What follows belongs to an exercise in optimizing a design on an open flow for small area and a short achievable clock period; a production flow would make more cautious choices.
The RTL was checked by simulation tests, not by an equivalence proof against the original design.

==> inputs of job 930 <==
Design conv1d, start of the top module:
module conv1d (
    input clk,
    input rst_n,
    input w_valid,
    input [47:0] w_in,
    input [15:0] x,
    input [15:0] b,
    output [31:0] y
);
export LEC_CHECK = 0
export CAP_MARGIN = 20
export CORE_MARGIN = 2
export CORE_UTILIZATION = 65
export PLACE_DENSITY = 0.75
export SETUP_SLACK_MARGIN = 5
export SLEW_MARGIN = 20
export SYNTH_HIERARCHICAL = 1
export SYNTH_MINIMUM_KEEP_SIZE = 0
create_clock -name core_clock -period 10.0 [get_ports {clk}]
run.sh (not shown) runs the stock make flow with config.mk's settings and CLKGATE_MAP_FILE= SYNTH_SCRIPT=/design/flow/synth_recipe.tcl, a recipe that flattens the netlist after the stock synthesis.
==> inputs of job 5649, as changes to job 930 <==
--- a/flow/config.mk
+++ b/flow/config.mk
@@ -7,8 +7,7 @@
 export LEC_CHECK = 0
 export CAP_MARGIN = 20
 export CORE_MARGIN = 2
-export CORE_UTILIZATION = 65
-export PLACE_DENSITY = 0.75
+export CORE_UTILIZATION = 40
 export SETUP_SLACK_MARGIN = 5
 export SLEW_MARGIN = 20
 export SYNTH_HIERARCHICAL = 1
==> summary of the runs <==
- Setup slack: job 930 is better than job 5649 (0.081 ns).
- Worst hold slack: job 930 is lower than job 5649 (0.028 ns).
- Of job 930 and job 5649, job 5649 has the higher count of clock-buffer cells in the layout (gap 5).
- Between job 5649 and job 930, the lower cell count is in job 930 (gap 13%, measured against job 930).
- First-iteration DRC count: job 5649 is lower than job 930 (6.6%).
- Against job 5649, the clock skew of job 930 is lower by 0.0041 ns.
- In job 930 the utilization is higher than in job 5649, by 27 points.

* * *

==> inputs of run B <==
Another version of the RTL of conv1d (not shown whole).
clock: 10.0 ns
lec_check: 0
cap_margin: 20
core_margin: 2
core_utilization: 65
place_density: 0.75
setup_slack_margin: 5
slew_margin: 20
synth_hierarchical: 1
synth_minimum_keep_size: 0
==> run Y: changes against run B <==
==> flow/config.mk (replaced) <==
export PLATFORM = sky130hd
export DESIGN_NAME = conv1d
export DESIGN_NICKNAME = conv1d
export VERILOG_FILES = /design/flow/design.v
export SDC_FILE = /design/flow/constraint.sdc
export NUM_CORES = 4
export LEC_CHECK = 0
export CAP_MARGIN = 20
export CORE_MARGIN = 2
export CORE_UTILIZATION = 40
export SETUP_SLACK_MARGIN = 5
export SLEW_MARGIN = 20
export SYNTH_HIERARCHICAL = 1
export SYNTH_MINIMUM_KEEP_SIZE = 0
==> run C: changes against run B <==
--- a/flow/design.v
+++ b/flow/design.v
@@ -20,206 +20,13 @@
 endmodule
 module CPA_32 (
     input [31:0] a,
     input [31:0] b,
     output [31:0] s
 );
-  wire [31:0] p0 = a ^ b;
-  wire [31:0] g0 = a & b;
-  wire G0 = g0[1] | (p0[1] & g0[0]);
-  wire P0 = p0[1] & p0[0];
-  wire G1 = g0[3] | (p0[3] & g0[2]);
-  wire P1 = p0[3] & p0[2];
-  wire G2 = g0[5] | (p0[5] & g0[4]);
-  wire P2 = p0[5] & p0[4];
-  wire G3 = g0[7] | (p0[7] & g0[6]);
-  wire P3 = p0[7] & p0[6];
-  wire G4 = g0[9] | (p0[9] & g0[8]);
-  wire P4 = p0[9] & p0[8];
-  wire G5 = g0[11] | (p0[11] & g0[10]);
-  wire P5 = p0[11] & p0[10];
-  wire G6 = g0[13] | (p0[13] & g0[12]);
-  wire P6 = p0[13] & p0[12];
-  wire G7 = g0[15] | (p0[15] & g0[14]);
-  wire P7 = p0[15] & p0[14];
-  wire G8 = g0[17] | (p0[17] & g0[16]);
-  wire P8 = p0[17] & p0[16];
-  wire G9 = g0[19] | (p0[19] & g0[18]);
-  wire P9 = p0[19] & p0[18];
-  wire G10 = g0[21] | (p0[21] & g0[20]);
-  wire P10 = p0[21] & p0[20];
-  wire G11 = g0[23] | (p0[23] & g0[22]);
-  wire P11 = p0[23] & p0[22];
-  wire G12 = g0[25] | (p0[25] & g0[24]);
-  wire P12 = p0[25] & p0[24];
-  wire G13 = g0[27] | (p0[27] & g0[26]);
-  wire P13 = p0[27] & p0[26];
-  wire G14 = g0[29] | (p0[29] & g0[28]);
-  wire P14 = p0[29] & p0[28];
-  wire G15 = g0[31] | (p0[31] & g0[30]);
-  wire P15 = p0[31] & p0[30];
-  wire G16 = g0[2] | (p0[2] & G0);
-  wire P16 = p0[2] & P0;
-  wire G17 = G1 | (P1 & G0);
-  wire P17 = P1 & P0;
-  wire G18 = g0[6] | (p0[6] & G2);
-  wire P18 = p0[6] & P2;
-  wire G19 = G3 | (P3 & G2);
-  wire P19 = P3 & P2;
-  wire G20 = g0[10] | (p0[10] & G4);
-  wire P20 = p0[10] & P4;
-  wire G21 = G5 | (P5 & G4);
-  wire P21 = P5 & P4;
-  wire G22 = g0[14] | (p0[14] & G6);
-  wire P22 = p0[14] & P6;
-  wire G23 = G7 | (P7 & G6);
-  wire P23 = P7 & P6;
-  wire G24 = g0[18] | (p0[18] & G8);
-  wire P24 = p0[18] & P8;
-  wire G25 = G9 | (P9 & G8);
-  wire P25 = P9 & P8;
-  wire G26 = g0[22] | (p0[22] & G10);
-  wire P26 = p0[22] & P10;
-  wire G27 = G11 | (P11 & G10);
-  wire P27 = P11 & P10;
-  wire G28 = g0[26] | (p0[26] & G12);
-  wire P28 = p0[26] & P12;
-  wire G29 = G13 | (P13 & G12);
-  wire P29 = P13 & P12;
-  wire G30 = g0[30] | (p0[30] & G14);
-  wire P30 = p0[30] & P14;
-  wire G31 = G15 | (P15 & G14);
-  wire P31 = P15 & P14;
-  wire G32 = g0[4] | (p0[4] & G17);
-  wire P32 = p0[4] & P17;
-  wire G33 = G2 | (P2 & G17);
-  wire P33 = P2 & P17;
-  wire G34 = G18 | (P18 & G17);
-  wire P34 = P18 & P17;
-  wire G35 = G19 | (P19 & G17);
-  wire P35 = P19 & P17;
-  wire G36 = g0[12] | (p0[12] & G21);
-  wire P36 = p0[12] & P21;
-  wire G37 = G6 | (P6 & G21);
-  wire P37 = P6 & P21;
-  wire G38 = G22 | (P22 & G21);
-  wire P38 = P22 & P21;
-  wire G39 = G23 | (P23 & G21);
-  wire P39 = P23 & P21;
-  wire G40 = g0[20] | (p0[20] & G25);
-  wire P40 = p0[20] & P25;
-  wire G41 = G10 | (P10 & G25);
-  wire P41 = P10 & P25;
-  wire G42 = G26 | (P26 & G25);
-  wire P42 = P26 & P25;
-  wire G43 = G27 | (P27 & G25);
-  wire P43 = P27 & P25;
-  wire G44 = g0[28] | (p0[28] & G29);
-  wire P44 = p0[28] & P29;
-  wire G45 = G14 | (P14 & G29);
-  wire P45 = P14 & P29;
-  wire G46 = G30 | (P30 & G29);
-  wire P46 = P30 & P29;
-  wire G47 = G31 | (P31 & G29);
-  wire P47 = P31 & P29;
-  wire G48 = g0[8] | (p0[8] & G35);
-  wire P48 = p0[8] & P35;
-  wire G49 = G4 | (P4 & G35);
-  wire P49 = P4 & P35;
-  wire G50 = G20 | (P20 & G35);
-  wire P50 = P20 & P35;
-  wire G51 = G21 | (P21 & G35);
-  wire P51 = P21 & P35;
-  wire G52 = G36 | (P36 & G35);
-  wire P52 = P36 & P35;
-  wire G53 = G37 | (P37 & G35);
-  wire P53 = P37 & P35;
-  wire G54 = G38 | (P38 & G35);
-  wire P54 = P38 & P35;
-  wire G55 = G39 | (P39 & G35);
-  wire P55 = P39 & P35;
-  wire G56 = g0[24] | (p0[24] & G43);
-  wire P56 = p0[24] & P43;
-  wire G57 = G12 | (P12 & G43);
-  wire P57 = P12 & P43;
-  wire G58 = G28 | (P28 & G43);
-  wire P58 = P28 & P43;
-  wire G59 = G29 | (P29 & G43);
-  wire P59 = P29 & P43;
-  wire G60 = G44 | (P44 & G43);
-  wire P60 = P44 & P43;
-  wire G61 = G45 | (P45 & G43);
-  wire P61 = P45 & P43;
-  wire G62 = G46 | (P46 & G43);
-  wire P62 = P46 & P43;
-  wire G63 = G47 | (P47 & G43);
-  wire P63 = P47 & P43;
-  wire G64 = g0[16] | (p0[16] & G55);
-  wire P64 = p0[16] & P55;
-  wire G65 = G8 | (P8 & G55);
-  wire P65 = P8 & P55;
-  wire G66 = G24 | (P24 & G55);
-  wire P66 = P24 & P55;
-  wire G67 = G25 | (P25 & G55);
-  wire P67 = P25 & P55;
-  wire G68 = G40 | (P40 & G55);
-  wire P68 = P40 & P55;
-  wire G69 = G41 | (P41 & G55);
-  wire P69 = P41 & P55;
-  wire G70 = G42 | (P42 & G55);
-  wire P70 = P42 & P55;
-  wire G71 = G43 | (P43 & G55);
-  wire P71 = P43 & P55;
-  wire G72 = G56 | (P56 & G55);
-  wire P72 = P56 & P55;
-  wire G73 = G57 | (P57 & G55);
-  wire P73 = P57 & P55;
-  wire G74 = G58 | (P58 & G55);
-  wire P74 = P58 & P55;
-  wire G75 = G59 | (P59 & G55);
-  wire P75 = P59 & P55;
-  wire G76 = G60 | (P60 & G55);
-  wire P76 = P60 & P55;
-  wire G77 = G61 | (P61 & G55);
-  wire P77 = P61 & P55;
-  wire G78 = G62 | (P62 & G55);
-  wire P78 = P62 & P55;
-  wire G79 = G63 | (P63 & G55);
-  wire P79 = P63 & P55;
-  assign s[0] = p0[0];
-  assign s[1] = p0[1] ^ g0[0];
-  assign s[2] = p0[2] ^ G0;
-  assign s[3] = p0[3] ^ G16;
-  assign s[4] = p0[4] ^ G17;
-  assign s[5] = p0[5] ^ G32;
-  assign s[6] = p0[6] ^ G33;
-  assign s[7] = p0[7] ^ G34;
-  assign s[8] = p0[8] ^ G35;
-  assign s[9] = p0[9] ^ G48;
-  assign s[10] = p0[10] ^ G49;
-  assign s[11] = p0[11] ^ G50;
-  assign s[12] = p0[12] ^ G51;
-  assign s[13] = p0[13] ^ G52;
-  assign s[14] = p0[14] ^ G53;
-  assign s[15] = p0[15] ^ G54;
-  assign s[16] = p0[16] ^ G55;
-  assign s[17] = p0[17] ^ G64;
-  assign s[18] = p0[18] ^ G65;
-  assign s[19] = p0[19] ^ G66;
-  assign s[20] = p0[20] ^ G67;
-  assign s[21] = p0[21] ^ G68;
-  assign s[22] = p0[22] ^ G69;
-  assign s[23] = p0[23] ^ G70;
-  assign s[24] = p0[24] ^ G71;
-  assign s[25] = p0[25] ^ G72;
-  assign s[26] = p0[26] ^ G73;
-  assign s[27] = p0[27] ^ G74;
-  assign s[28] = p0[28] ^ G75;
-  assign s[29] = p0[29] ^ G76;
-  assign s[30] = p0[30] ^ G77;
-  assign s[31] = p0[31] ^ G78;
+  assign s = a + b;
 endmodule
 `timescale 1ns/1ps
 module conv1d (
     input clk,
     input rst_n,
     input w_valid,
==> flow/config.mk (replaced) <==
export PLATFORM = sky130hd
export DESIGN_NAME = conv1d
export DESIGN_NICKNAME = conv1d
export VERILOG_FILES = /design/flow/design.v
export SDC_FILE = /design/flow/constraint.sdc
export NUM_CORES = 4
export LEC_CHECK = 0
export CAP_MARGIN = 20
export CORE_MARGIN = 2
export CORE_UTILIZATION = 40
export SETUP_SLACK_MARGIN = 5
export SLEW_MARGIN = 20
export SYNTH_HIERARCHICAL = 1
export SYNTH_MINIMUM_KEEP_SIZE = 0
==> key figures <==
Yosys
  – Part of the Yosys area used for sequential elements: 23.1%
  – Multiplexer area fraction after synthesis: just over 2%

Outcome
  – Status: timing/DRC/antenna clean

Critical path
  – Critical Path RT: approximately 10 ns
  – Crit path depth: 15

CTS
  – Post-cts resize count: 149

Finish
  – Clk_buf instances: 44

Drt
  – Highest metal used: met4
  – Vias/cell: just under 6
The numbers above come from run Y.

==> key figures <==
Finish
  – Most common cell after layout, fill and taps aside: xnor2_1

CTS
  – Post-cts resize count: 138

Outcome
  – Status: timing/DRC/antenna clean

Critical path
  – Crit path depth: 14
  – Critical Path RT: roughly 11 ns

Drt
  – Vias/cell: approximately 6.1
  – Highest metal used: met4

Yosys
  – Multiplexer area fraction after synthesis: under 10%
  – Part of the Yosys area used for sequential elements: between 20% and 30%
The numbers above come from run C.

==> key figures <==
Drt
  – Highest metal used: met5
  – Vias/cell: ~7.0
  – Metal2 WL: about 39 mm

Critical path
  – Critical Path RT: around 10 ns
  – Crit path depth: 14
  – Worst Reg-to-Reg Cells: 14

CTS
  – Post-cts resize count: between 100 and 150
  – CTS buffer count: 29
  – TritonCTS clock tree: done
  – Clock Root Buffer: clkbuf_16

Global routing
  – Initial antenna violation count: 0

Yosys
  – Compound-cell area share of the yosys netlist: about 16%
  – Part of the Yosys area used for sequential elements: a little under a quarter

Placed design
  – Post-Place Worst Slack: 4.20 ns

Outcome
  – Status: timing/DRC/antenna clean
The numbers above come from run B.

==> static timing again, ports no longer ideal <==
Ports are ideal in the flow. The routed layouts listed here were re-timed in OpenROAD. Step 1 (the two cells are an assumption about what drives the block):
set clk [get_ports {clk}]
set_driving_cell -lib_cell sky130_fd_sc_hd__clkbuf_16 $clk
set_driving_cell -lib_cell sky130_fd_sc_hd__buf_2 [delete_from_list [all_inputs] $clk]
Step 2 adds t to the input delays and takes it off the output delays; t is the mean of the earliest and latest rising clock arrival at the registers after step 1. Input paths then give back, and output paths get back, about the clock's delay inside the block. Slacks: ideal ports / drivers / drivers and shift; pairs: ideal ports / drivers.
| run | t, ns | setup WS [ns] | clock arrival spread, ns | slew at the worst register clock pin (ns) | cell pins on the clock port's net |
|---|---|---|---|---|---|
| job 930 | 0.657 | 5.370 / 5.370 / 5.178 | 0.026 / 0.026 | 0.06 / 0.06 | 1 |
| job 5649 | 0.651 | 5.289 / 5.289 / 5.144 | 0.034 / 0.034 | 0.06 / 0.06 | 1 |
| run B | 0.637 | 4.955 / 4.955 / 4.955 | 0.022 / 0.021 | 0.07 / 0.07 | 1 |
| run Y | 0.637 | 5.056 / 5.056 / 5.056 | 0.016 / 0.016 | 0.07 / 0.07 | 1 |
| run C | 0.639 | 5.069 / 5.069 / 5.069 | 0.025 / 0.025 | 0.07 / 0.07 | 1 |
After both steps setup and hold are still met in every run listed. For job 930, which loses most, drivers alone change the setup slack by 0.000 ns; drivers and shift together by -0.192 ns.
